From an optimization exercise on the open Yosys and OpenROAD flow, aimed at small area, a short achievable clock period and few clock cycles; shortcuts taken in it are not production practice. Where RTL was checked, it was by simulation tests only, not by an equivalence proof against the original. For run 4, only the layout was checked, not whether the RTL still works. Power is estimated from default activity; no workload was simulated.

`flow/flow/run.sh`:
```
#!/bin/bash
# Own layout flow: the standard flow (standard.sh) with two changes.
#  - sky130_fd_sc_hd__a222oi_1 is added to the platform's don't-use cells.
#    It has no stronger size, and as the last gate of a memory read it drives
#    a long wire slowly, which the resizer cannot fix.
#  - Ports are buffered with buf_4 rather than the default choice (a slow
#    clkdlybuf4s50_1 on the outputs).
# Everything else, including the synthesis script, is the standard flow.
# Each ORFS step logs to orfs/logs/...; make's own output goes to
# flow_make.log here.
set -euo pipefail
PLATFORM_DONT_USE="sky130_fd_sc_hd__probe_p_8 sky130_fd_sc_hd__probec_p_8 sky130_fd_sc_hd__lpflow_bleeder_1 sky130_fd_sc_hd__lpflow_clkbufkapwr_1 sky130_fd_sc_hd__lpflow_clkbufkapwr_16 sky130_fd_sc_hd__lpflow_clkbufkapwr_2 sky130_fd_sc_hd__lpflow_clkbufkapwr_4 sky130_fd_sc_hd__lpflow_clkbufkapwr_8 sky130_fd_sc_hd__lpflow_clkinvkapwr_1 sky130_fd_sc_hd__lpflow_clkinvkapwr_16 sky130_fd_sc_hd__lpflow_clkinvkapwr_2 sky130_fd_sc_hd__lpflow_clkinvkapwr_4 sky130_fd_sc_hd__lpflow_clkinvkapwr_8 sky130_fd_sc_hd__lpflow_decapkapwr_12 sky130_fd_sc_hd__lpflow_decapkapwr_3 sky130_fd_sc_hd__lpflow_decapkapwr_4 sky130_fd_sc_hd__lpflow_decapkapwr_6 sky130_fd_sc_hd__lpflow_decapkapwr_8 sky130_fd_sc_hd__lpflow_inputiso0n_1 sky130_fd_sc_hd__lpflow_inputiso0p_1 sky130_fd_sc_hd__lpflow_inputiso1n_1 sky130_fd_sc_hd__lpflow_inputiso1p_1 sky130_fd_sc_hd__lpflow_inputisolatch_1 sky130_fd_sc_hd__lpflow_isobufsrc_1 sky130_fd_sc_hd__lpflow_isobufsrc_16 sky130_fd_sc_hd__lpflow_isobufsrc_2 sky130_fd_sc_hd__lpflow_isobufsrc_4 sky130_fd_sc_hd__lpflow_isobufsrc_8 sky130_fd_sc_hd__lpflow_isobufsrckapwr_16 sky130_fd_sc_hd__lpflow_lsbuf_lh_hl_isowell_tap_1 sky130_fd_sc_hd__lpflow_lsbuf_lh_hl_isowell_tap_2 sky130_fd_sc_hd__lpflow_lsbuf_lh_hl_isowell_tap_4 sky130_fd_sc_hd__lpflow_lsbuf_lh_isowell_4 sky130_fd_sc_hd__lpflow_lsbuf_lh_isowell_tap_1 sky130_fd_sc_hd__lpflow_lsbuf_lh_isowell_tap_2 sky130_fd_sc_hd__lpflow_lsbuf_lh_isowell_tap_4 "
bash standard.sh finish \
  DONT_USE_CELLS="$PLATFORM_DONT_USE sky130_fd_sc_hd__a222oi_1" \
  BUFFER_PORTS_ARGS="-buffer_cell sky130_fd_sc_hd__buf_4" \
  > flow_make.log 2>&1
```
`flow/standard.sh`:
```
#!/bin/bash
# synth_recipe.tcl (not shown) runs the flow's synth.tcl, then flattens the netlist and writes it again
# the make line also repeats each setting of config.mk as NAME=value (left out here)
make -C /OpenROAD-flow-scripts/flow DESIGN_CONFIG=/design/flow/config.mk WORK_HOME=/design/flow/orfs CLKGATE_MAP_FILE= SYNTH_SCRIPT=/design/flow/synth_recipe.tcl "${@:-finish}"
```
`flow/config.mk`:
```
export PLATFORM = sky130hd
export DESIGN_NAME = EC_2
export DESIGN_NICKNAME = EC_2
export VERILOG_FILES = /design/flow/design.v
export SDC_FILE = /design/flow/constraint.sdc
export NUM_CORES = 4
export LEC_CHECK = 0
export CAP_MARGIN = 20
export CORE_MARGIN = 2
export CORE_UTILIZATION = 40
export SETUP_SLACK_MARGIN = 5
export SLEW_MARGIN = 20
export TNS_END_PERCENT = 5
```
`flow/constraint.sdc`:
```
create_clock -name core_clock -period 8.0 [get_ports {Clk}]
set_input_delay 1.6000 -clock core_clock [delete_from_list [all_inputs] [get_ports {Clk}]]
set_output_delay 1.6000 -clock core_clock [all_outputs]
set_load 0.01 [all_outputs]
```
`flow/design.v`:
```
module EC_2(
    input  logic       Enter,
    input  logic       Clk,
    input  logic       Reset,
    input  logic [7:0] Data_input,
    input  logic       Load_en,
    input  logic [4:0] Load_addr,
    input  logic [7:0] Load_data,
    output logic       Halt,
    output logic       In_wait,
    output logic [7:0] Data_output
    );
    localparam logic [2:0] OP_LOAD  = 3'd0;
    localparam logic [2:0] OP_STORE = 3'd1;
    localparam logic [2:0] OP_ADD   = 3'd2;
    localparam logic [2:0] OP_SUB   = 3'd3;
    localparam logic [2:0] OP_IN    = 3'd4;
    localparam logic [2:0] OP_JZ    = 3'd5;
    localparam logic [2:0] OP_JPOS  = 3'd6;
    localparam logic [2:0] OP_HALT  = 3'd7;
    logic [7:0] mem [0:31];
    logic [4:0] pc;       
    logic [7:0] ir_d;     
    logic       vd;       
    logic [4:0] ir_e;     
    logic       e_ld, e_st, e_add, e_sub;
    logic [7:0] opnd;     
    logic       tk;       
    logic [7:0] a;
    logic       halt_r;   
    logic       inw;      
    wire stall = halt_r | (inw & ~Enter);
    wire       nx_valid = tk | vd;
    wire [7:0] nx_word  = tk ? opnd : ir_d;
    wire [2:0] nx_op    = nx_word[7:5];
    wire [4:0] ra       = nx_word[4:0];
    wire [7:0] bx    = opnd ^ {8{e_sub}};
    wire [7:0] g0    = a & bx;
    wire [7:0] p0    = a ^ bx;
    wire [7:0] gk = {g0[7:1], g0[0] | (p0[0] & e_sub)};
    wire [7:0] pk = {p0[7:1], 1'b0};
    wire [7:0] g1 = gk | (pk & {gk[6:0], 1'b0});
    wire [7:0] p1 = pk & {pk[6:0], 1'b0};
    wire [7:0] g2 = g1 | (p1 & {g1[5:0], 2'b0});
    wire [7:0] p2 = p1 & {p1[5:0], 2'b0};
    wire [7:0] g3 = g2 | (p2 & {g2[3:0], 4'b0});
    wire [7:0] carry = {g3[6:0], e_sub};
    wire [7:0] sum   = p0 ^ carry;
    wire [7:0] ab_x     = a ^ opnd;
    wire       add_zero = (ab_x == {a[6:0] | opnd[6:0], 1'b0});
    wire       sub_zero = (ab_x == 8'd0);
    wire e_keep = ~(e_ld | e_add | e_sub | inw);
    wire [7:0] a_nx = ({8{e_ld}}          & opnd) |
                      ({8{e_add | e_sub}} & sum) |
                      ({8{inw}}           & Data_input) |
                      ({8{e_keep}}        & a);
    wire z_nx = (e_ld  & (opnd == 8'd0)) |
                (e_add & add_zero) |
                (e_sub & sub_zero) |
                (inw   & (Data_input == 8'd0)) |
                (e_keep & (a == 8'd0));
    logic [7:0] rd_op, rd_f;
    always_comb begin
        rd_op = 8'd0;
        rd_f  = 8'd0;
        for (int i = 0; i < 32; i++) begin
            rd_op = rd_op | (mem[i] & {8{ra == 5'(i)}});
            rd_f  = rd_f  | (mem[i] & {8{pc == 5'(i)}});
        end
    end
    wire [7:0] op_nx = (e_st && ir_e == ra) ? a : rd_op;
    wire       nx_store = nx_valid & (nx_op == OP_STORE);
    wire       refetch  = nx_store & (ra == pc);
    wire [7:0] f_nx = (e_st && ir_e == pc) ? a : rd_f;
    wire tk_nx = nx_valid & (((nx_op == OP_JZ) & z_nx) |
                             ((nx_op == OP_JPOS) & ~a_nx[7]));
    wire [4:0] ra_p1 = {ra[4] ^ (&ra[3:0]), ra[3] ^ (&ra[2:0]), ra[2] ^ (&ra[1:0]), ra[1] ^ ra[0], ~ra[0]};
    wire [4:0] pc_p1 = {pc[4] ^ (&pc[3:0]), pc[3] ^ (&pc[2:0]), pc[2] ^ (&pc[1:0]), pc[1] ^ pc[0], ~pc[0]};
    wire [4:0] pc_nx = tk_nx ? ra_p1 : refetch ? pc : pc_p1;
    always_ff @(posedge Clk or posedge Reset) begin
        if (Reset) begin
            pc     <= 5'd0;
            vd     <= 1'b0;
            a      <= 8'd0;
            e_ld   <= 1'b0;
            e_st   <= 1'b0;
            e_add  <= 1'b0;
            e_sub  <= 1'b0;
            tk     <= 1'b0;
            halt_r <= 1'b0;
            inw    <= 1'b0;
        end else if (!stall) begin
            pc     <= pc_nx;
            vd     <= ~refetch;
            a      <= a_nx;
            e_ld   <= nx_valid & (nx_op == OP_LOAD);
            e_st   <= nx_store;
            e_add  <= nx_valid & (nx_op == OP_ADD);
            e_sub  <= nx_valid & (nx_op == OP_SUB);
            tk     <= tk_nx;
            halt_r <= nx_valid & (nx_op == OP_HALT);
            inw    <= nx_valid & (nx_op == OP_IN);
        end
    end
    always_ff @(posedge Clk) begin
        if (!stall)
            ir_d <= f_nx;
    end
    always_ff @(posedge Clk) begin
        ir_e <= ra;
        opnd <= op_nx;
    end
    logic       ld_en;
    logic [4:0] ld_addr;
    logic [7:0] ld_data;
    always_ff @(posedge Clk) begin
        ld_en   <= Load_en;
        ld_addr <= Load_addr;
        ld_data <= Load_data;
    end
    always_ff @(posedge Clk) begin
        if (ld_en)
            mem[ld_addr] <= ld_data;
        else if (e_st)
            mem[ir_e] <= a;
    end
    assign Halt        = halt_r;
    assign In_wait     = inw;
    assign Data_output = a;
endmodule
```
==> notes.md, run 1 <==
# TYPE chip_impl_metric gauge
chip_impl_metric{name="number_of_buffers_created_by_cts",unit=""} 35
chip_impl_metric{name="placement_rows",unit=""} 70
chip_impl_metric{name="maxCapViolations",unit=""} 0
chip_impl_metric{name="routed_wirelength",unit="um"} 78300
chip_impl_info{name="worst_hold_path_type",value="flip-flop to flip-flop"} 1
chip_impl_metric{name="timing.fmax",unit="MHz"} 300
chip_impl_info{name="worst_setup_sp_type",value="flip-flop"} 1
chip_impl_metric{name="total_leakage_power",unit="uW"} 0.00610
chip_impl_metric{name="worst_ep_required_time",unit="ns"} 8.29
chip_impl_metric{name="clk_pin_slew_worst_paths",unit="ns"} 0.06
chip_impl_metric{name="synth_cells",unit=""} 1192
chip_impl_metric{name="maxSlewViolCount",unit=""} 0
chip_impl_metric{name="ios",unit=""} 35
chip_impl_metric{name="finish.net_count",unit=""} 1360
chip_impl_metric{name="post_drt_wl_per_cell",unit="um"} 43.5
chip_impl_metric{name="post_route_cells_drive_above_1_share",unit="%"} 19.1
chip_impl_metric{name="globalRouteTotalUtil",unit="%"} 41.2
chip_impl_metric{name="h-tree-depth",unit=""} 2
chip_impl_metric{name="hold_violations",unit=""} 0
chip_impl_metric{name="cp.arrival",unit="ns"} 3.62
chip_impl_metric{name="worstPathMaxFanout",unit=""} 27
chip_impl_info{name="cts.root.buffer_cell",value="clkbuf_16"} 1
chip_impl_metric{name="netlist-cell-type-count",unit=""} 70
chip_impl_metric{name="report.final.setup_viol",unit=""} 0
chip_impl_metric{name="cts-root-to-sink-buffers",unit=""} 3
chip_impl_metric{name="drc",unit=""} 0
chip_impl_metric{name="ys_warn_count",unit=""} 1
chip_impl_metric{name="clock_skew",unit="ns"} 0.0211
chip_impl_metric{name="synth_enable_flop_cells",unit=""} 264
chip_impl_metric{name="fillcell_total",unit=""} 3315
chip_impl_metric{name="number_of_vias_per_cell_after_detailed_routing",unit=""} 7.05
chip_impl_metric{name="synth.cell_area",unit="sq mm"} 0.0146
chip_impl_metric{name="post-route-min-period",unit="ns"} 3.33
chip_impl_metric{name="setup_slack",unit="ns"} 4.67
chip_impl_metric{name="setup_tns",unit="ns"} 0
chip_impl_metric{name="die_width",unit="um"} 195
chip_impl_metric{name="floorplan.die_area",unit="sq mm"} 0.0381
chip_impl_metric{name="initial_utilization",unit="%"} 40.3
chip_impl_metric{name="synth_sequential_area_ratio",unit="%"} 61.5
chip_impl_info{name="timing.setup.critical_path_class",value="flip-flop to flip-flop"} 1
chip_impl_metric{name="area_delta_synth_final",unit="%"} 18.7
chip_impl_info{name="worstSetupEndpointType",value="flip-flop"} 1
chip_impl_metric{name="detailed_place_hpwl",unit="um"} 58100
chip_impl_info{name="run_status",value="timing/DRC/antenna clean"} 1
chip_impl_metric{name="fp.dieH",unit="um"} 195
chip_impl_metric{name="dr.first_iter.drc_count",unit=""} 2166
chip_impl_metric{name="max_slew.worst_pin.slew",unit="ns"} 1.10
chip_impl_metric{name="clock_latency_at_the_later_pin_of_the_worst_skew_pair",unit="ns"} 0.58
chip_impl_metric{name="grt_pass1_wl",unit="um"} 105000
chip_impl_metric{name="globalRouteOverflowTotal",unit=""} 0
chip_impl_metric{name="mean_cell_area_of_the_mapped_netlist",unit="sq um"} 12.3
chip_impl_metric{name="core_region_area",unit="sq mm"} 0.0363
chip_impl_metric{name="cts.sinks",unit=""} 312
chip_impl_metric{name="ir_worst_vdd",unit="uV"} 152
chip_impl_metric{name="power_density",unit="mW/mm^2"} 401
chip_impl_metric{name="vias",unit=""} 12700
chip_impl_metric{name="antenna_left",unit=""} 0
chip_impl_metric{name="synth.net_count",unit=""} 1245
chip_impl_metric{name="number_of_antenna_violations_at_the_first_check_in_global_routing",unit=""} 5
chip_impl_metric{name="synth-async-reset-ratio",unit="%"} 6.73
chip_impl_metric{name="drt_pre_antenna_iters",unit=""} 6
chip_impl_metric{name="globalplace.congestion",unit=""} 1.15
chip_impl_metric{name="first_global_vias",unit=""} 12000
chip_impl_metric{name="count_of_input_and_output_buffers",unit=""} 34
chip_impl_info{name="rsz_0062_raised_after_global_routing",value="true"} 1
chip_impl_metric{name="grt_start_max_net_pins",unit=""} 33
chip_impl_metric{name="final_min_period_over_clock_period",unit="%"} 41.7
chip_impl_info{name="tritoncts",value="done"} 1
chip_impl_info{name="synthFlopType",value="edfxtp_1"} 1
chip_impl_metric{name="slew_headroom",unit="%"} 26.1
chip_impl_metric{name="dp_worst_setup_slack",unit="ns"} 3.91
chip_impl_metric{name="synth.ff_latch_count",unit=""} 312
[flip-flops by register name, summed over array words and instances (netlist names), 5 cells and up]
name / flops
pc: 5
ld_data: 8
mem: 256
opnd: 8
a: 8
ir_e: 5
ld_addr: 5
ir_d: 8
[timing repair]
item                                    CTS  global route
gates resized for setup                  54             7
pin swaps                                 5             0
buffers inserted                         14             2
hold buffers                              0             0
endpoints found under the setup margin  107            24
[logic make-up after synthesis]
group,count (synthesis),synth area share (%)
DFF,312,61.5
buffers and inverters,70,1.99
adders and majority gates,28,2.45
and+or+nand+nor,381,12.0
AOI/OAI and AO/OA,340,17.9
xor gates and xnor gates,33,2.03
muxes,28,2.20
[layout make-up]
cell class | count | area, sq um | area share [%]
antenna | 2 | 5.00 | 0.0288
clock buffer | 42 | 912 | 5.25
clock inverter | 19 | 191 | 1.10
inverter | 31 | 123 | 0.706
multi-input combinational | 810 | 5660 | 32.6
sequential | 312 | 9000 | 51.8
tap | 468 | 586 | 3.37
timing repair buffer | 117 | 895 | 5.15
[placed cells by master, fill, tap and decap left out, types with 20 or more instances in the layout]
master	netlist	layout
inv_1	30	29
nor2_1	124	112
a22oi_1	114	113
nand4_1	29	29
nand3_1	23	23
a22o_1	59	59
o21ai_0	28	20
buf_4	1	115
nand2_1	118	116
edfxtp_1	264	264
clkbuf_16	0	35
ha_1	27	21
a21oi_1	34	34
a221oi_1	28	23
dfxtp_1	27	25
[worst max-delay path, stage by stage (launching register included)]
cell	delay, ns
dfrtp_1	0.37
buf_12	0.23
clkinvlp_4	0.28
ha_2	0.34
a22oi_1	0.79
nand4_1	0.20
nor4_2	0.68
a21oi_1	0.14
[Yosys cell counts (all sizes together), types with 25 or more instances]
master / number / area share, %
nand4: 29 / 1.2
a22oi: 114 / 5.8
o21ai: 29 / 1.0
nor2: 129 / 3.4
a21oi: 34 / 1.2
edfxtp: 264 / 54
inv: 31 / 0.81
nand2: 118 / 3.0
a221oi: 28 / 1.7
clkbuf: 25 / 0.65
ha: 27 / 2.3
nor4: 25 / 1.1
a22o: 59 / 3.5
dfxtp: 27 / 3.7
[path summary, 6_finish.rpt]
| kind | start | to | slack (ns) | depth (start not counted) |
|---|---|---|---|---|
| max reg2reg | pc[4] | ir_d[7] | 4.67 | 7 |
| min in group asynchronous | Reset | a[0] | 1.25 | 2 |
| min reg2reg | vd | vd | 0.51 | 1 |
| max in group asynchronous | Reset | tk | 6.07 | 2 |
| max | pc[4] | ir_d[7] | 4.67 | 7 |
| min | vd | vd | 0.51 | 1 |
[layer usage]
metal	wire length, um	share of wire (%)	vias up	track usage, %
met5	27	0.034	-	1.15
met4	5870	7.5	4	24.3
met3	9110	12	291	11.4
li1	-	-	4959	-
met2	33500	43	1080	61.5
met1	29800	38	6370	53.8
[stage by stage]
stage	area, sq um	power (uW)	utilization (%)	hold WS (ns)	cells
2_1_floorplan	14600	3840	-	0.442	1192
3_3_place_gp	15800	5040	43.6	0.480	1722
3_5_place_dp	15900	5020	43.6	0.488	1722
4_1_cts	17300	6800	47.6	0.503	1797
5_1_grt	17400	7150	47.8	0.513	1800
6_report	17400	6960	47.8	0.511	1801
[where the power goes]
group / switching [uW] / internal [uW]
combinational: 2000 / 1080
sequential: 288 / 2000
clock: 685 / 917
Testbench counts, summed over its fixed seeds: cycles 43,846.
==> run 2, diff against run 1 <==
--- a/flow/config.mk
+++ b/flow/config.mk
@@ -8,6 +8,8 @@
 export CAP_MARGIN = 20
 export CORE_MARGIN = 2
 export CORE_UTILIZATION = 40
+export CTS_CLUSTER_DIAMETER = 80
+export CTS_CLUSTER_SIZE = 24
 export SETUP_SLACK_MARGIN = 5
 export SLEW_MARGIN = 20
 export TNS_END_PERCENT = 5
==> notes.md, run 2 <==
# TYPE chip_impl_metric gauge
chip_impl_info{name="run_status",value="timing/DRC/antenna clean"} 1
chip_impl_metric{name="fillcell_total",unit=""} 3317
chip_impl_metric{name="post_cts_hold_buffer_count",unit=""} 0
chip_impl_info{name="synth.area.top_cells",value="edfxtp_1 (54%), a22oi_1 (5.8%), dfxtp_1 (3.7%)"} 1
chip_impl_metric{name="floorplan.die_area",unit="sq mm"} 0.0381
chip_impl_metric{name="drc",unit=""} 0
chip_impl_info{name="rsz_0062_raised_after_global_routing",value="true"} 1
chip_impl_metric{name="antenna_left",unit=""} 0
chip_impl_metric{name="cp.arrival",unit="ns"} 3.55
chip_impl_metric{name="global_route.usage.met1",unit="%"} 54.5
chip_impl_info{name="worstSetupEndpointType",value="flip-flop"} 1
chip_impl_metric{name="h-tree-depth",unit=""} 1
chip_impl_info{name="timing.setup.critical_path_class",value="flip-flop to flip-flop"} 1
chip_impl_metric{name="slew_headroom",unit="%"} 24.4
chip_impl_metric{name="grt_use_met3",unit="%"} 8.67
chip_impl_metric{name="fin_hold_ws",unit="ns"} 0.514
chip_impl_metric{name="ir_worst_vdd",unit="uV"} 168
chip_impl_info{name="largest-register",value="mem"} 1
chip_impl_metric{name="timing.reg2reg.worst_path_depth",unit=""} 7
chip_impl_metric{name="max_slew.worst_pin.slew",unit="ns"} 1.13
chip_impl_metric{name="synth_sequential_area_ratio",unit="%"} 61.5
chip_impl_metric{name="clock_latency_at_the_later_pin_of_the_worst_skew_pair",unit="ns"} 0.59
chip_impl_metric{name="globalRouteOverflowTotal",unit=""} 0
chip_impl_info{name="tritoncts",value="done"} 1
chip_impl_metric{name="groute.layer.met2.usage",unit="%"} 61.4
chip_impl_metric{name="finish.net_count",unit=""} 1361
chip_impl_metric{name="first_global_vias",unit=""} 11900
chip_impl_metric{name="number_of_vias_per_cell_after_detailed_routing",unit=""} 7.09
chip_impl_metric{name="dr.first_iter.drc_count",unit=""} 2167
chip_impl_metric{name="fp.dieH",unit="um"} 195
chip_impl_metric{name="post_drt_wl_per_cell",unit="um"} 43.6
chip_impl_metric{name="setup_slack",unit="ns"} 4.79
chip_impl_info{name="grt.busiest_layer",value="met2"} 1
chip_impl_metric{name="mean_cell_area_of_the_mapped_netlist",unit="sq um"} 12.3
chip_impl_metric{name="layoutNonFillerInstCount",unit=""} 1792
chip_impl_metric{name="dp_worst_setup_slack",unit="ns"} 3.91
chip_impl_metric{name="power_density",unit="mW/mm^2"} 388
chip_impl_info{name="final_common_cell",value="edfxtp_1"} 1
chip_impl_metric{name="largest_register_ffs",unit=""} 256
chip_impl_metric{name="routed_wirelength",unit="um"} 78100
chip_impl_metric{name="placement_rows",unit=""} 70
chip_impl_metric{name="area_delta_synth_final",unit="%"} 17.2
chip_impl_info{name="synth_area_leader_cell",value="edfxtp_1"} 1
chip_impl_info{name="cts.root.buffer_cell",value="clkbuf_16"} 1
chip_impl_metric{name="maxCapViolations",unit=""} 0
chip_impl_metric{name="globalRouteTotalUtil",unit="%"} 40.7
chip_impl_metric{name="synth.net_count",unit=""} 1245
chip_impl_metric{name="netlist-cell-type-count",unit=""} 70
chip_impl_metric{name="grt_pass1_wl",unit="um"} 105000
chip_impl_metric{name="count_of_input_and_output_buffers",unit=""} 34
chip_impl_metric{name="final_min_period_over_clock_period",unit="%"} 40.1
chip_impl_metric{name="core_region_area",unit="sq mm"} 0.0363
chip_impl_info{name="synthFlopType",value="edfxtp_1"} 1
chip_impl_metric{name="final_core_util",unit="%"} 47.2
chip_impl_metric{name="dpl.cell_count",unit=""} 1722
chip_impl_metric{name="timing.fmax",unit="MHz"} 312
chip_impl_metric{name="cts-root-to-sink-buffers",unit=""} 3
chip_impl_metric{name="post-route-min-period",unit="ns"} 3.21
chip_impl_metric{name="post_route_cells_drive_above_1_share",unit="%"} 19.5
chip_impl_metric{name="ys_warn_count",unit=""} 1
chip_impl_metric{name="ios",unit=""} 35
chip_impl_metric{name="synth.ff_latch_count",unit=""} 312
chip_impl_info{name="worst_setup_sp_type",value="flip-flop"} 1
chip_impl_metric{name="setup_tns",unit="ns"} 0
chip_impl_info{name="worst_hold_path_type",value="flip-flop to flip-flop"} 1
chip_impl_metric{name="vias",unit=""} 12700
chip_impl_metric{name="clock_skew",unit="ns"} 0.0527
chip_impl_metric{name="initial_utilization",unit="%"} 40.3
chip_impl_metric{name="yosys.area.top_type_share",unit="%"} 54.2
chip_impl_info{name="synth.most_common_cell",value="edfxtp_1"} 1
chip_impl_metric{name="number_of_buffers_created_by_cts",unit=""} 21
chip_impl_info{name="yosys-top-cells-count",value="edfxtp_1 (264), nor2_1 (124), nand2_1 (118)"} 1
chip_impl_metric{name="maxSlewViolCount",unit=""} 0
chip_impl_metric{name="die_width",unit="um"} 195
chip_impl_metric{name="synth.cell_area",unit="sq mm"} 0.0146
chip_impl_metric{name="detailed_place_hpwl",unit="um"} 58100
chip_impl_metric{name="globalplace.congestion",unit=""} 1.15
chip_impl_metric{name="synth-async-reset-ratio",unit="%"} 6.73
chip_impl_metric{name="total_leakage_power",unit="uW"} 0.00599
chip_impl_metric{name="synth_cells",unit=""} 1192
chip_impl_metric{name="worst_ep_required_time",unit="ns"} 8.34
chip_impl_metric{name="hold_violations",unit=""} 0
chip_impl_metric{name="cts.sinks",unit=""} 312
chip_impl_metric{name="grt_start_max_net_pins",unit=""} 33
chip_impl_metric{name="drt_pre_antenna_iters",unit=""} 6
chip_impl_metric{name="report.final.setup_viol",unit=""} 0
chip_impl_metric{name="hold_depth",unit=""} 1
chip_impl_metric{name="clk_pin_slew_worst_paths",unit="ns"} 0.10
chip_impl_info{name="final_cell_mix",value="edfxtp_1 (264), buf_4 (129), nand2_1 (116), nor2_1 (113), a22oi_1 (112)"} 1
chip_impl_metric{name="number_of_antenna_violations_at_the_first_check_in_global_routing",unit=""} 1
chip_impl_metric{name="synth_enable_flop_cells",unit=""} 264
chip_impl_metric{name="worstPathMaxFanout",unit=""} 26
-- run 2: cell counts after synthesis --
Identical to the previous run, type by type.
-- run 2: worst max-delay path, cell delays in order, from the launching register on --
cell and delay, ns:
dfrtp_1 0.33, buf_4 0.41, nand2b_1 0.41, nor2_1 0.36
a221oi_1 0.44, nand4_1 0.47, nor3_2 0.42, a21oi_1 0.11
-- run 2: area by class of cell --
| type | instances | area [sq um] | share of cell area (%) |
|---|---|---|---|
| sequential | 312 | 9010 | 52.5 |
| inverter | 31 | 123 | 0.715 |
| tap | 468 | 586 | 3.42 |
| timing repair buffer | 132 | 1020 | 5.98 |
| clock buffer | 26 | 544 | 3.17 |
| antenna | 1 | 2.50 | 0.0146 |
| clock inverter | 12 | 151 | 0.883 |
| multi-input combinational | 810 | 5710 | 33.3 |
-- run 2: repair_timing --
item                       in CTS  in global routing
pin swaps                       5                  8
buffers inserted               15                 15
gates cloned                    0                  1
setup endpoints to repair     109                 41
resized for setup              57                 17
-- run 2: logic make-up (layout without fill, tap and decap cells) --
family,count (synthesis),count (layout),synth area share (%)
adder cells (fa/ha/maj),28,28,2.45
other,0,1,0
multiplexers,28,28,2.20
AO/OA/AOI/OAI,340,340,17.9
AND/OR/NAND/NOR,381,381,12.0
buffers and inverters,70,201,1.99
XOR/XNOR,33,33,2.03
flip-flops,312,312,61.5
-- run 2: power by group --
group          switching [uW]  internal (uW)  total, uW
clock network             644            527       1170
logic                    2050           1150       3200
registers                 283           2000       2280
-- run 2: worst paths after layout --
check                      startpoint      end  slack [ns]
max                             pc[3]  ir_d[3]        4.79
min                                vd       vd        0.51
max reg2reg                     pc[3]  ir_d[3]        4.79
min reg2reg                        vd       vd        0.51
max in group asynchronous       Reset       tk        6.10
min in group asynchronous       Reset     a[2]        1.22
-- run 2: per-stage QoR --
step,instance area [sq um],power [uW]
4_1_cts,16900,6380
5_1_grt,17100,6820
3_5_place_dp,15900,5020
3_3_place_gp,15800,5040
6_report,17100,6650
2_1_floorplan,14600,3840
-- run 2: routing by layer --
layer  vias up  part of all wire (%)
met5         -                  0.10
met4         2                   7.4
met3       275                    11
met2      1092                    43
met1      6374                    39
li1       4957                     -
==> run 3, diff against run 2 <==
--- a/flow/config.mk
+++ b/flow/config.mk
@@ -8,8 +8,7 @@
 export CAP_MARGIN = 20
 export CORE_MARGIN = 2
 export CORE_UTILIZATION = 40
-export CTS_CLUSTER_DIAMETER = 80
-export CTS_CLUSTER_SIZE = 24
+export CTS_BUF_LIST = sky130_fd_sc_hd__clkbuf_4 sky130_fd_sc_hd__clkbuf_8
 export SETUP_SLACK_MARGIN = 5
 export SLEW_MARGIN = 20
-export TNS_END_PERCENT = 5
+export TNS_END_PERCENT = 100
==> notes.md, run 3 <==
# TYPE chip_impl_metric gauge
chip_impl_metric{name="cts-root-to-sink-buffers",unit=""} 3
chip_impl_metric{name="finish.net_count",unit=""} 1390
chip_impl_metric{name="cp.arrival",unit="ns"} 3.45
chip_impl_metric{name="antenna_left",unit=""} 0
chip_impl_metric{name="h-tree-depth",unit=""} 2
chip_impl_metric{name="total_leakage_power",unit="uW"} 0.00620
chip_impl_metric{name="grt_use_met3",unit="%"} 13.1
chip_impl_metric{name="maxSlewViolCount",unit=""} 0
chip_impl_info{name="synthFlopType",value="edfxtp_1"} 1
chip_impl_metric{name="number_of_antenna_violations_at_the_first_check_in_global_routing",unit=""} 3
chip_impl_info{name="worst_setup_sp_type",value="flip-flop"} 1
chip_impl_metric{name="post_route_cells_drive_above_1_share",unit="%"} 23.6
chip_impl_metric{name="final_min_period_over_clock_period",unit="%"} 38.3
chip_impl_metric{name="clock_skew",unit="ns"} 0.0330
chip_impl_metric{name="fp.dieH",unit="um"} 195
chip_impl_metric{name="initial_utilization",unit="%"} 40.3
chip_impl_metric{name="groute.layer.met2.usage",unit="%"} 60.8
chip_impl_metric{name="worstPathMaxFanout",unit=""} 27
chip_impl_metric{name="die_width",unit="um"} 195
chip_impl_info{name="synth.area.top_cells",value="edfxtp_1 (54%), a22oi_1 (5.8%), dfxtp_1 (3.7%)"} 1
chip_impl_metric{name="synth.ff_latch_count",unit=""} 312
chip_impl_info{name="timing.setup.critical_path_class",value="flip-flop to flip-flop"} 1
chip_impl_metric{name="timing.fmax",unit="MHz"} 326
chip_impl_metric{name="setup_tns",unit="ns"} 0
chip_impl_metric{name="synth-async-reset-ratio",unit="%"} 6.73
chip_impl_metric{name="layoutNonFillerInstCount",unit=""} 1843
chip_impl_metric{name="synth.net_count",unit=""} 1245
chip_impl_metric{name="grt_start_max_net_pins",unit=""} 33
chip_impl_metric{name="drc",unit=""} 0
chip_impl_metric{name="power_density",unit="mW/mm^2"} 397
chip_impl_metric{name="report.final.setup_viol",unit=""} 0
chip_impl_info{name="worstSetupEndpointType",value="flip-flop"} 1
chip_impl_metric{name="clk_pin_slew_worst_paths",unit="ns"} 0.06
chip_impl_metric{name="synth_enable_flop_cells",unit=""} 264
chip_impl_metric{name="dr.first_iter.drc_count",unit=""} 2123
chip_impl_metric{name="globalRouteTotalUtil",unit="%"} 41.3
chip_impl_metric{name="slew_headroom",unit="%"} 29.4
chip_impl_metric{name="mean_cell_area_of_the_mapped_netlist",unit="sq um"} 12.3
chip_impl_info{name="rsz_0062_raised_after_global_routing",value="true"} 1
chip_impl_metric{name="core_region_area",unit="sq mm"} 0.0363
chip_impl_metric{name="fillcell_total",unit=""} 3321
chip_impl_info{name="synth.most_common_cell",value="edfxtp_1"} 1
chip_impl_metric{name="synth.cell_area",unit="sq mm"} 0.0146
chip_impl_metric{name="ir_worst_vdd",unit="uV"} 144
chip_impl_metric{name="power.switching_fraction",unit="%"} 43.4
chip_impl_metric{name="synth_cells",unit=""} 1192
chip_impl_metric{name="routed_wirelength",unit="um"} 78700
chip_impl_metric{name="clock_latency_at_the_later_pin_of_the_worst_skew_pair",unit="ns"} 0.67
chip_impl_metric{name="final_core_util",unit="%"} 48.3
chip_impl_metric{name="vias",unit=""} 12800
chip_impl_metric{name="dpl.cell_count",unit=""} 1722
chip_impl_metric{name="grt_pass1_wl",unit="um"} 106000
chip_impl_metric{name="number_of_vias_per_cell_after_detailed_routing",unit=""} 6.96
chip_impl_info{name="grt.busiest_layer",value="met2"} 1
chip_impl_metric{name="ant_cells",unit=""} 0
chip_impl_metric{name="globalRouteOverflowTotal",unit=""} 0
chip_impl_metric{name="combPwrFrac",unit="%"} 46.2
chip_impl_metric{name="total_power",unit="uW"} 6970
chip_impl_metric{name="maxCapViolations",unit=""} 0
chip_impl_metric{name="synth_sequential_area_ratio",unit="%"} 61.5
chip_impl_metric{name="yosys.area.top_type_share",unit="%"} 54.2
chip_impl_metric{name="power.net_switching",unit="uW"} 3030
chip_impl_metric{name="number_of_buffers_created_by_cts",unit=""} 52
chip_impl_metric{name="sequentialPowerShare",unit="%"} 32.6
chip_impl_metric{name="area_delta_synth_final",unit="%"} 20.0
chip_impl_metric{name="global_route.usage.met1",unit="%"} 53.1
chip_impl_metric{name="post-route-min-period",unit="ns"} 3.06
chip_impl_metric{name="worst_ep_required_time",unit="ns"} 8.39
chip_impl_metric{name="floorplan.die_area",unit="sq mm"} 0.0381
chip_impl_metric{name="largest_register_ffs",unit=""} 256
chip_impl_metric{name="first_global_vias",unit=""} 12200
chip_impl_info{name="run_status",value="timing/DRC/antenna clean"} 1
chip_impl_metric{name="drt_pre_antenna_iters",unit=""} 8
chip_impl_info{name="cts.root.buffer_cell",value="clkbuf_8"} 1
chip_impl_metric{name="globalplace.congestion",unit=""} 1.15
chip_impl_metric{name="ios",unit=""} 35
chip_impl_metric{name="post_dp_cell_area",unit="sq mm"} 0.0159
chip_impl_info{name="worst_hold_path_type",value="flip-flop to flip-flop"} 1
chip_impl_metric{name="placement_rows",unit=""} 70
chip_impl_metric{name="final_area",unit="sq mm"} 0.0176
chip_impl_info{name="yosys-top-cells-count",value="edfxtp_1 (264), nor2_1 (124), nand2_1 (118)"} 1
chip_impl_metric{name="power.clock.fraction",unit="%"} 21.2
chip_impl_info{name="synth_area_leader_cell",value="edfxtp_1"} 1
chip_impl_metric{name="post_drt_wl_per_cell",unit="um"} 42.7
chip_impl_metric{name="detailed_place_hpwl",unit="um"} 58100
chip_impl_metric{name="count_of_input_and_output_buffers",unit=""} 34
chip_impl_metric{name="max_slew.worst_pin.slew",unit="ns"} 1.06
chip_impl_info{name="tritoncts",value="done"} 1
chip_impl_metric{name="cts.sinks",unit=""} 312
chip_impl_info{name="final_cell_mix",value="edfxtp_1 (264), buf_4 (127), nand2_1 (114), a22oi_1 (112), nor2_1 (106)"} 1
chip_impl_info{name="largest-register",value="mem"} 1
chip_impl_info{name="final_common_cell",value="edfxtp_1"} 1
chip_impl_metric{name="cellInternalPower",unit="uW"} 3940
chip_impl_metric{name="netlist-cell-type-count",unit=""} 70
chip_impl_metric{name="hold_violations",unit=""} 0
chip_impl_metric{name="ys_warn_count",unit=""} 1
==> run 3: cell counts after synthesis <==
No cell type changed its count.
==> run 3: cells by family (layout without fill, tap and decap cells) <==
| family | count (synthesis) | in the layout | share of synthesized area, % |
|---|---|---|---|
| buf+inv | 70 | 253 | 1.99 |
| flops | 312 | 312 | 61.5 |
| fa+ha+maj | 28 | 28 | 2.45 |
| mux | 28 | 28 | 2.20 |
| simple gates | 381 | 381 | 12.0 |
| compound gates | 340 | 340 | 17.9 |
| xor+xnor | 33 | 33 | 2.03 |
==> run 3: layer usage <==
layer | vias up | part of all wire (%)
li1 | 5024 | -
met4 | 4 | 7.9
met5 | - | 0.028
met2 | 1087 | 42
met3 | 296 | 12
met1 | 6410 | 38
==> run 3: worst paths after layout <==
kind | slack (ns) | depth (start not counted) | from | end
worst max-delay path | 4.94 | 10 | pc[4] | ir_d[6]
worst min-delay path | 0.51 | 1 | vd | vd
worst max register to register | 4.94 | 10 | pc[4] | ir_d[6]
worst min register to register | 0.51 | 1 | vd | vd
max in group asynchronous | 6.12 | 2 | Reset | tk
min in group asynchronous | 1.18 | 2 | Reset | e_ld
==> run 3: power by group through the flow <==
stage	logic [uW]	clock network (uW)	registers (uW)
6_report	3220	1480	2270
5_1_grt	3330	1570	2280
4_1_cts	2960	1500	2250
3_5_place_dp	2720	0	2300
3_3_place_gp	2730	0	2300
2_1_floorplan	1690	0	2150
==> run 3: worst max-delay path, cell delays in order, from the launching register on <==
cell and delay, ns:
dfrtp_1 0.38, buf_12 0.23, clkinvlp_4 0.14, buf_4 0.18, nand2_4 0.13, nor2_1 0.21, buf_4 0.24, a2111oi_4 0.40
nand4_1 0.40, nor4_4 0.36, a21oi_1 0.12
==> run 3: what timing repair did <==
item | CTS | global route
hold buffers | 0 | 0
endpoints found under the setup margin | 111 | 35
setup buffers | 17 | 12
pin swaps | 8 | 11
gates resized for setup | 66 | 34
==> run 3: layout make-up <==
class	count	area, sq um	area share (%)
Clock buffer	63	798	4.55
Multi-Input combinational cell	810	5790	33.0
Inverter	31	123	0.698
Clock inverter	29	253	1.44
Timing Repair Buffer	130	996	5.67
Tap cell	468	586	3.33
Sequential cell	312	9010	51.3
==> run 3: stage by stage <==
step	hold slack, ns	worst slack, ns
6_report	0.508	4.94
5_1_grt	0.514	4.88
4_1_cts	0.503	4.87
3_5_place_dp	0.488	3.91
3_3_place_gp	0.480	3.89
2_1_floorplan	0.442	5.06
==> run 4, diff against run 3 <==
--- a/flow/design.v
+++ b/flow/design.v
@@ -124,7 +124,20 @@
         else if (e_st)
             mem[ir_e] <= a;
     end
-    assign Halt        = halt_r;
-    assign In_wait     = inw;
-    assign Data_output = a;
+    logic [7:0] a_on;
+    logic       halt_on, inw_on;
+    always_ff @(posedge Clk or posedge Reset) begin
+        if (Reset) begin
+            a_on    <= 8'hff;
+            halt_on <= 1'b1;
+            inw_on  <= 1'b1;
+        end else if (!stall) begin
+            a_on    <= ~a_nx;
+            halt_on <= ~(nx_valid & (nx_op == OP_HALT));
+            inw_on  <= ~(nx_valid & (nx_op == OP_IN));
+        end
+    end
+    assign Halt        = ~halt_on;
+    assign In_wait     = ~inw_on;
+    assign Data_output = ~a_on;
 endmodule
--- a/flow/config.mk
+++ b/flow/config.mk
@@ -11,4 +11,4 @@
 export CTS_BUF_LIST = sky130_fd_sc_hd__clkbuf_4 sky130_fd_sc_hd__clkbuf_8
 export SETUP_SLACK_MARGIN = 5
 export SLEW_MARGIN = 20
-export TNS_END_PERCENT = 100
+export TNS_END_PERCENT = 5
==> notes.md, run 4 <==
# TYPE chip_impl_metric gauge
chip_impl_metric{name="fp.dieH",unit="um"} 203
chip_impl_info{name="run_status",value="timing/DRC/antenna clean"} 1
chip_impl_metric{name="fin_hold_ws",unit="ns"} 0.479
chip_impl_metric{name="report.final.setup_viol",unit=""} 0
chip_impl_metric{name="globalRouteTotalUtil",unit="%"} 40.8
chip_impl_metric{name="first_global_vias",unit=""} 13100
chip_impl_metric{name="antenna_left",unit=""} 0
chip_impl_metric{name="globalRouteOverflowTotal",unit=""} 0
chip_impl_info{name="worstSetupEndpointType",value="flip-flop"} 1
chip_impl_metric{name="dr.first_iter.drc_count",unit=""} 2213
chip_impl_metric{name="fillcell_total",unit=""} 3564
chip_impl_info{name="synth.area.top_cells",value="edfxtp_1 (50%), a22oi_1 (4.0%), dfxtp_1 (3.4%)"} 1
chip_impl_info{name="top_layer",value="met5"} 1
chip_impl_metric{name="post_drt_wl_per_cell",unit="um"} 41.9
chip_impl_metric{name="finish.net_count",unit=""} 1505
chip_impl_metric{name="clock_latency_at_the_later_pin_of_the_worst_skew_pair",unit="ns"} 0.71
chip_impl_info{name="synth.most_common_cell",value="edfxtp_1"} 1
chip_impl_metric{name="ys_warn_count",unit=""} 1
chip_impl_metric{name="globalplace.congestion",unit=""} 1.04
chip_impl_metric{name="count_of_input_and_output_buffers",unit=""} 34
chip_impl_metric{name="drc",unit=""} 0
chip_impl_metric{name="post_route_cells_drive_above_1_share",unit="%"} 21.0
chip_impl_info{name="yosys-top-cells-count",value="edfxtp_1 (264), nand2_1 (126), nor2_1 (87)"} 1
chip_impl_metric{name="core_region_area",unit="sq mm"} 0.0388
chip_impl_metric{name="yosys.area.top_type_share",unit="%"} 50.1
chip_impl_info{name="synthFlopType",value="edfxtp_1"} 1
chip_impl_metric{name="synth.cell_area",unit="sq mm"} 0.0158
chip_impl_metric{name="placement_rows",unit=""} 72
chip_impl_metric{name="mean_cell_area_of_the_mapped_netlist",unit="sq um"} 11.5
chip_impl_metric{name="setup_tns",unit="ns"} 0
chip_impl_metric{name="clock_skew",unit="ns"} 0.0443
chip_impl_metric{name="grt_pass1_wl",unit="um"} 113000
chip_impl_metric{name="routed_wirelength",unit="um"} 84300
chip_impl_metric{name="maxCapViolations",unit=""} 0
chip_impl_metric{name="synth_sequential_area_ratio",unit="%"} 58.5
chip_impl_metric{name="floorplan.die_area",unit="sq mm"} 0.0411
chip_impl_metric{name="max_slew.worst_pin.slew",unit="ns"} 1.23
chip_impl_metric{name="worstPathMaxFanout",unit=""} 17
chip_impl_metric{name="total_leakage_power",unit="uW"} 0.00653
chip_impl_info{name="final_common_cell",value="edfxtp_1"} 1
chip_impl_metric{name="maxSlewViolCount",unit=""} 0
chip_impl_info{name="cts.root.buffer_cell",value="clkbuf_8"} 1
chip_impl_metric{name="ios",unit=""} 35
chip_impl_metric{name="netlist-cell-type-count",unit=""} 83
chip_impl_metric{name="final_min_period_over_clock_period",unit="%"} 42.3
chip_impl_metric{name="met1_length",unit="um"} 31300
chip_impl_metric{name="total_power",unit="uW"} 8350
chip_impl_metric{name="ir_worst_vdd",unit="uV"} 219
chip_impl_metric{name="drt_pre_antenna_iters",unit=""} 5
chip_impl_metric{name="grt_start_max_net_pins",unit=""} 47
chip_impl_metric{name="synth.net_count",unit=""} 1423
chip_impl_info{name="final_cell_mix",value="edfxtp_1 (264), nand2_1 (125), buf_4 (106), a22oi_1 (82), nand3_1 (75)"} 1
chip_impl_metric{name="number_of_buffers_created_by_cts",unit=""} 56
chip_impl_info{name="synth_area_leader_cell",value="edfxtp_1"} 1
chip_impl_info{name="timing.setup.critical_path_class",value="flip-flop to flip-flop"} 1
chip_impl_metric{name="synth-async-reset-ratio",unit="%"} 9.63
chip_impl_info{name="tritoncts",value="done"} 1
chip_impl_metric{name="cts.sinks",unit=""} 322
chip_impl_metric{name="number_of_antenna_violations_at_the_first_check_in_global_routing",unit=""} 5
chip_impl_metric{name="hold_violations",unit=""} 0
chip_impl_metric{name="synth_enable_flop_cells",unit=""} 264
chip_impl_metric{name="post_cts_hold_buffer_count",unit=""} 0
chip_impl_metric{name="detailed_place_hpwl",unit="um"} 57900
chip_impl_metric{name="worst_ep_required_time",unit="ns"} 8.43
chip_impl_metric{name="wl_met3",unit="um"} 9210
chip_impl_metric{name="power_density",unit="mW/mm^2"} 452
chip_impl_metric{name="die_width",unit="um"} 203
chip_impl_metric{name="clk_pin_slew_worst_paths",unit="ns"} 0.06
chip_impl_metric{name="initial_utilization",unit="%"} 40.7
chip_impl_metric{name="timing.fmax",unit="MHz"} 296
chip_impl_metric{name="vias",unit=""} 13900
chip_impl_info{name="worst_hold_path_type",value="flip-flop to flip-flop"} 1
chip_impl_info{name="rsz_0062_raised_after_global_routing",value="true"} 1
chip_impl_info{name="worst_setup_sp_type",value="flip-flop"} 1
chip_impl_metric{name="slew_headroom",unit="%"} 17.7
chip_impl_metric{name="synth.ff_latch_count",unit=""} 322
chip_impl_metric{name="h-tree-depth",unit=""} 2
chip_impl_metric{name="area_delta_synth_final",unit="%"} 16.7
chip_impl_metric{name="route.met2.wl",unit="um"} 36700
chip_impl_metric{name="cts-root-to-sink-buffers",unit=""} 3
chip_impl_metric{name="number_of_vias_per_cell_after_detailed_routing",unit=""} 6.89
chip_impl_metric{name="post-route-min-period",unit="ns"} 3.38
chip_impl_metric{name="cp.arrival",unit="ns"} 3.82
chip_impl_metric{name="largest_register_ffs",unit=""} 256
chip_impl_metric{name="synth_cells",unit=""} 1370
chip_impl_info{name="largest-register",value="mem"} 1
==> run 4: cell types whose count changed after synthesis, moves of 17 or more <==
cell | previous run | this run
a22o_1 | 59 | 38
nor4_1 | 25 | 8
clkbuf_1 | 24 | 64
nand3_1 | 23 | 75
o21ai_0 | 28 | 53
a22oi_1 | 114 | 84
a221oi_1 | 28 | 45
nor2_1 | 124 | 87
==> run 4: layout make-up <==
class	instances	area, sq um	share of cell area [%]
Multi-Input combinational cell	909	6310	34.2
Inverter	45	178	0.962
Timing Repair Buffer	117	931	5.04
Clock buffer	74	912	4.94
Antenna cell	2	5.00	0.0271
Tap cell	518	648	3.51
Timing Repair inverter	1	7.51	0.0407
Clock inverter	26	200	1.08
Sequential cell	322	9270	50.2
==> run 4: metal layers <==
metal	track usage [%]	vias to the layer above
met4	29.6	2
met3	9.95	278
li1	-	5525
met1	51.6	6954
met2	61.3	1109
met5	0	-
==> run 4: power by group <==
group / switching (uW) / total [uW] / internal [uW]
logic: 3020 / 4400 / 1380
registers: 282 / 2390 / 2110
clock network: 745 / 1560 / 812
==> run 4: timing repair <==
item | in CTS | in global routing
endpoints found under the setup margin | 114 | 186
buffers inserted | 5 | 12
resized for setup | 42 | 19
pin swaps | 1 | 9
gates cloned | 0 | 1
==> run 4: cells by family (layout without fill, tap and decap cells) <==
logic type / after synthesis / in the layout / share of synthesized area [%]
AOI/OAI and AO/OA: 408 / 408 / 19.1
xor gates and xnor gates: 33 / 33 / 1.88
adders and majority gates: 28 / 28 / 2.26
buffers and inverters: 139 / 263 / 3.46
DFF: 322 / 322 / 58.5
muxes: 40 / 40 / 2.73
other: 0 / 2 / 0
and+or+nand+nor: 400 / 400 / 12.0
==> run 4: critical path, cell delays in order (launching register included) <==
cell,delay (ns)
dfrtp_1,0.42
inv_1,0.16
ha_1,0.17
buf_4,0.35
nand2b_1,0.36
nor3_2,0.64
a32oi_1,0.11
o2111ai_1,0.30
a211oi_1,0.15
a31oi_1,0.46
==> run 4: final timing paths <==
kind,end,slack [ns],cells past startpoint,startpoint
worst max-delay path,ir_d[5],4.62,9,pc[1]
worst min-delay path,halt_r,0.48,1,halt_r
worst max register to register,ir_d[5],4.62,9,pc[1]
worst min register to register,halt_r,0.48,1,halt_r
max in group asynchronous,tk,6.62,3,Reset
min in group asynchronous,a[5],1.03,3,Reset
==> run 4: stage by stage <==
| stage | area, sq um | instances | worst slack [ns] | util (%) |
|---|---|---|---|---|
| finish | 18500 | 2014 | 4.62 | 47.5 |
| global placement | 17000 | 1892 | 4.04 | 43.7 |
| CTS | 18300 | 1999 | 4.65 | 47.1 |
| floorplan | 15900 | 1370 | 4.94 | - |
| global route | 18500 | 2012 | 4.68 | 47.5 |
| detailed placement | 17000 | 1894 | 3.99 | 43.8 |
==> run 5, diff against run 4 <==
--- a/flow/design.v
+++ b/flow/design.v
@@ -103,41 +103,19 @@
         end
     end
     always_ff @(posedge Clk) begin
-        if (!stall)
+        if (!stall) begin
             ir_d <= f_nx;
+            ir_e <= ra;
+            opnd <= op_nx;
+        end
     end
     always_ff @(posedge Clk) begin
-        ir_e <= ra;
-        opnd <= op_nx;
-    end
-    logic       ld_en;
-    logic [4:0] ld_addr;
-    logic [7:0] ld_data;
-    always_ff @(posedge Clk) begin
-        ld_en   <= Load_en;
-        ld_addr <= Load_addr;
-        ld_data <= Load_data;
-    end
-    always_ff @(posedge Clk) begin
-        if (ld_en)
-            mem[ld_addr] <= ld_data;
+        if (Load_en)
+            mem[Load_addr] <= Load_data;
         else if (e_st)
             mem[ir_e] <= a;
     end
-    logic [7:0] a_on;
-    logic       halt_on, inw_on;
-    always_ff @(posedge Clk or posedge Reset) begin
-        if (Reset) begin
-            a_on    <= 8'hff;
-            halt_on <= 1'b1;
-            inw_on  <= 1'b1;
-        end else if (!stall) begin
-            a_on    <= ~a_nx;
-            halt_on <= ~(nx_valid & (nx_op == OP_HALT));
-            inw_on  <= ~(nx_valid & (nx_op == OP_IN));
-        end
-    end
-    assign Halt        = ~halt_on;
-    assign In_wait     = ~inw_on;
-    assign Data_output = ~a_on;
+    assign Halt        = halt_r;
+    assign In_wait     = inw;
+    assign Data_output = a;
 endmodule
==> notes.md, run 5 <==
# TYPE chip_impl_metric gauge
chip_impl_metric{name="drt_pre_antenna_iters",unit=""} 6
chip_impl_info{name="tritoncts",value="done"} 1
chip_impl_metric{name="count_of_input_and_output_buffers",unit=""} 34
chip_impl_metric{name="synth_sequential_area_ratio",unit="%"} 61.7
chip_impl_metric{name="critPathMaxStageDelay",unit="ns"} 0.58
chip_impl_info{name="largest-register",value="mem"} 1
chip_impl_info{name="timing.setup.critical_path_class",value="flip-flop to flip-flop"} 1
chip_impl_metric{name="maxCapViolations",unit=""} 0
chip_impl_metric{name="post_route_cells_drive_above_1_share",unit="%"} 25.0
chip_impl_metric{name="globalRouteTotalUtil",unit="%"} 38.6
chip_impl_metric{name="netlist-cell-type-count",unit=""} 69
chip_impl_metric{name="final_min_period_over_clock_period",unit="%"} 40.8
chip_impl_metric{name="largest_register_ffs",unit=""} 256
chip_impl_metric{name="power_density",unit="mW/mm^2"} 388
chip_impl_metric{name="globalRouteOverflowTotal",unit=""} 0
chip_impl_info{name="rsz_0062_raised_after_global_routing",value="true"} 1
chip_impl_metric{name="slew_headroom",unit="%"} 19.1
chip_impl_info{name="final_cell_mix",value="edfxtp_1 (277), a22oi_1 (157), buf_4 (110), nand2_1 (75)"} 1
chip_impl_metric{name="hold_depth",unit=""} 1
chip_impl_metric{name="yosys.area.top_type_share",unit="%"} 58.0
chip_impl_metric{name="initial_utilization",unit="%"} 40.4
chip_impl_metric{name="drc",unit=""} 0
chip_impl_metric{name="h-tree-depth",unit=""} 2
chip_impl_metric{name="detailed_place_hpwl",unit="um"} 50400
chip_impl_info{name="yosys-top-cells-count",value="edfxtp_1 (277), a22oi_1 (159), nor2_1 (83)"} 1
chip_impl_metric{name="number_of_antenna_violations_at_the_first_check_in_global_routing",unit=""} 1
chip_impl_info{name="path_cells",value="inv_1 -> ha_1 -> nand2b_1 -> nor2_1 -> buf_4 -> a22oi_1 -> nand4_1 -> nor4_4 -> mux2i_1"} 1
chip_impl_metric{name="setup.reg_to_reg.worst_slack",unit="ns"} 4.74
chip_impl_info{name="crit_path_start",value="pc[0]"} 1
chip_impl_metric{name="cts-root-to-sink-buffers",unit=""} 3
chip_impl_info{name="synthFlopType",value="edfxtp_1"} 1
chip_impl_metric{name="final_core_util",unit="%"} 49.0
chip_impl_metric{name="grt_start_max_net_pins",unit=""} 33
chip_impl_metric{name="globalplace.congestion",unit=""} 1.04
chip_impl_metric{name="layoutNonFillerInstCount",unit=""} 1764
chip_impl_metric{name="dpl.cell_count",unit=""} 1643
chip_impl_metric{name="ir_worst_vdd",unit="uV"} 267
chip_impl_info{name="worst_path_dominant_cell_family",value="simple AND/OR/NAND/NOR gates"} 1
chip_impl_metric{name="grt_pass1_wl",unit="um"} 99100
chip_impl_metric{name="synth.ff_latch_count",unit=""} 298
chip_impl_metric{name="hold_violations",unit=""} 0
chip_impl_metric{name="synth-async-reset-ratio",unit="%"} 7.05
chip_impl_metric{name="timing.fmax",unit="MHz"} 307
chip_impl_info{name="run_status",value="timing/DRC/antenna clean"} 1
chip_impl_metric{name="placement_rows",unit=""} 69
chip_impl_metric{name="max_slew.worst_pin.slew",unit="ns"} 1.21
chip_impl_metric{name="finish.net_count",unit=""} 1317
chip_impl_metric{name="cts.sinks",unit=""} 298
chip_impl_metric{name="setup_tns",unit="ns"} 0
chip_impl_metric{name="number_of_vias_per_cell_after_detailed_routing",unit=""} 7.01
chip_impl_metric{name="worstPathBufferInverterCount",unit=""} 2
chip_impl_metric{name="post_drt_wl_per_cell",unit="um"} 41.6
chip_impl_info{name="r2r_start",value="pc[0]"} 1
chip_impl_info{name="cts.root.buffer_cell",value="clkbuf_8"} 1
chip_impl_info{name="synth_area_leader_cell",value="edfxtp_1"} 1
chip_impl_metric{name="first_global_vias",unit=""} 12100
chip_impl_metric{name="worst_ep_required_time",unit="ns"} 8.38
chip_impl_metric{name="area_delta_synth_final",unit="%"} 21.3
chip_impl_info{name="worstSetupEndpointType",value="flip-flop"} 1
chip_impl_info{name="final_common_cell",value="edfxtp_1"} 1
chip_impl_metric{name="clk_pin_slew_worst_paths",unit="ns"} 0.06
chip_impl_metric{name="mean_cell_area_of_the_mapped_netlist",unit="sq um"} 12.7
chip_impl_metric{name="number_of_buffers_created_by_cts",unit=""} 52
chip_impl_metric{name="synth.net_count",unit=""} 1179
chip_impl_metric{name="total_leakage_power",unit="uW"} 0.00577
chip_impl_metric{name="vias",unit=""} 12400
chip_impl_metric{name="post-route-min-period",unit="ns"} 3.26
chip_impl_metric{name="antenna_left",unit=""} 0
chip_impl_metric{name="die_width",unit="um"} 193
chip_impl_metric{name="ys_warn_count",unit=""} 1
chip_impl_info{name="worst_hold_path_type",value="flip-flop to flip-flop"} 1
chip_impl_info{name="hold_path_startpoint",value="halt_r"} 1
chip_impl_metric{name="cp.arrival",unit="ns"} 3.64
chip_impl_info{name="synth.most_common_cell",value="edfxtp_1"} 1
chip_impl_info{name="min_delay_worst_endpoint",value="halt_r"} 1
chip_impl_metric{name="ios",unit=""} 35
chip_impl_metric{name="report.final.setup_viol",unit=""} 0
chip_impl_metric{name="maxSlewViolCount",unit=""} 0
chip_impl_metric{name="fp.dieH",unit="um"} 193
chip_impl_metric{name="dr.first_iter.drc_count",unit=""} 1666
chip_impl_metric{name="synth_enable_flop_cells",unit=""} 277
chip_impl_info{name="timing.rr.end",value="ir_d[3]"} 1
chip_impl_metric{name="core_region_area",unit="sq mm"} 0.0355
chip_impl_metric{name="synth.cell_area",unit="sq mm"} 0.0143
chip_impl_metric{name="synth_cells",unit=""} 1126
chip_impl_metric{name="clock_skew",unit="ns"} 0.0326
chip_impl_metric{name="floorplan.die_area",unit="sq mm"} 0.0374
chip_impl_metric{name="clock_latency_at_the_later_pin_of_the_worst_skew_pair",unit="ns"} 0.66
chip_impl_info{name="synth.area.top_cells",value="edfxtp_1 (58%), a22oi_1 (8.3%), dfrtp_1 (3.7%)"} 1
chip_impl_info{name="worst_setup_sp_type",value="flip-flop"} 1
chip_impl_metric{name="routed_wirelength",unit="um"} 73300
chip_impl_metric{name="worstPathMaxFanout",unit=""} 8
chip_impl_info{name="critical_path.slowest_cell",value="a22oi_1"} 1
chip_impl_metric{name="timing.reg2reg.worst_path_depth",unit=""} 9
==> run 5: cell count changes after synthesis, moves of 29 or more <==
cell,previous run,this run
a22oi_1,84,159
o21ai_0,53,23
nand4_1,17,46
nand3_1,75,20
nand2_1,126,82
clkbuf_1,64,12
==> run 5: report_power, final <==
part / switching (uW) / internal [uW] / total, uW
combinational: 1970 / 1050 / 3020
clock: 678 / 803 / 1480
sequential: 270 / 1990 / 2260
==> run 5: cells by family (layout without fill, tap and decap cells) <==
logic type / after synthesis / after routing / synth area share, %
and+or+nand+nor: 320 / 320 / 11.0
buffers and inverters: 66 / 242 / 2.00
adders and majority gates: 28 / 28 / 2.49
xor gates and xnor gates: 35 / 35 / 2.14
muxes: 18 / 18 / 1.43
DFF: 298 / 298 / 61.7
other: 0 / 1 / 0
AOI/OAI and AO/OA: 361 / 361 / 19.3
==> run 5: stage by stage <==
step	instance area [sq um]	hold slack (ns)	total power, uW	setup slack [ns]
after floorplan	14700	0.462	3830	4.82
after detailed placement	15800	0.520	4910	4.03
after global routing	17400	0.545	6990	4.80
after global placement	15800	0.508	4900	4.13
after CTS	17100	0.532	6490	4.77
final	17400	0.533	6760	4.74
==> run 5: cell type report <==
| class | count | area, sq um |
|---|---|---|
| antenna | 1 | 2.50 |
| tap | 461 | 577 |
| clock inverter | 26 | 234 |
| fill | 3157 | 18100 |
| inverter | 36 | 141 |
| multi-input combinational | 762 | 5870 |
| sequential | 298 | 8850 |
| timing repair buffer | 114 | 906 |
| clock buffer | 66 | 821 |
==> run 5: how the worst max path moves through the flow <==
stage                             to  slack, ns  cells past startpoint
final                        ir_d[3]       4.74                      9
after global routing         opnd[1]       4.80                     10
after CTS                 mem[20][7]       4.77                      6
after detailed placement     opnd[5]       4.03                     10
after global placement    mem[22][6]       4.13                      6
after floorplan            mem[0][2]       4.82                      5
==> run 5: metal layers <==
| layer | vias up | part of all wire [%] | track usage, % |
|---|---|---|---|
| li1 | 4868 | - | - |
| met1 | 6194 | 36 | 48.0 |
| met2 | 980 | 44 | 57.9 |
| met3 | 326 | 12 | 11.6 |
| met4 | 4 | 8.4 | 26.4 |
| met5 | - | 0.15 | 0 |
==> run 5: what timing repair did <==
action | CTS | global route
resized for setup | 23 | 29
buffers inserted | 12 | 16
pin swaps | 1 | 10
endpoints found under the setup margin | 96 | 226
hold buffers | 0 | 0
Testbench counts of run 5, summed over its fixed seeds: cycles 43,846.

[separate check: timing with driven ports]
The flow's constraints put no driver on any port. The routed layouts listed below were extracted and timed again, unchanged, in two steps.
Step 1: set_driving_cell puts a clkbuf_16 on Clk and a buf_2 on each other input, an assumption about the parent block.
Step 2 adds t to the input delays and takes it off the output delays; t is the mean of the earliest and latest rising clock arrival at the registers after step 1. Input paths then give back, and output paths get back, about the clock's delay inside the block.
Three values: ideal ports, drivers, drivers and shift; two values: the first two.
run	t, ns	setup slack, ns	clock arrival spread, ns	slew at the worst register clock pin (ns)	pins driven straight from the clock port
run 1	0.623	4.668 / 4.668 / 4.482	0.029 / 0.029	0.07 / 0.07	1
run 2	0.615	4.794 / 4.794 / 4.499	0.053 / 0.053	0.10 / 0.10	1
run 3	0.706	4.935 / 4.935 / 4.601	0.033 / 0.033	0.08 / 0.08	1
run 4	0.746	4.616 / 4.616 / 4.470	0.045 / 0.045	0.07 / 0.07	1
run 5	0.693	4.739 / 4.739 / 4.231	0.036 / 0.036	0.07 / 0.07	1
After both steps every run listed still meets setup and hold. For run 5, which loses most, drivers alone change the setup slack by 0.000 ns; drivers and shift together by -0.508 ns.
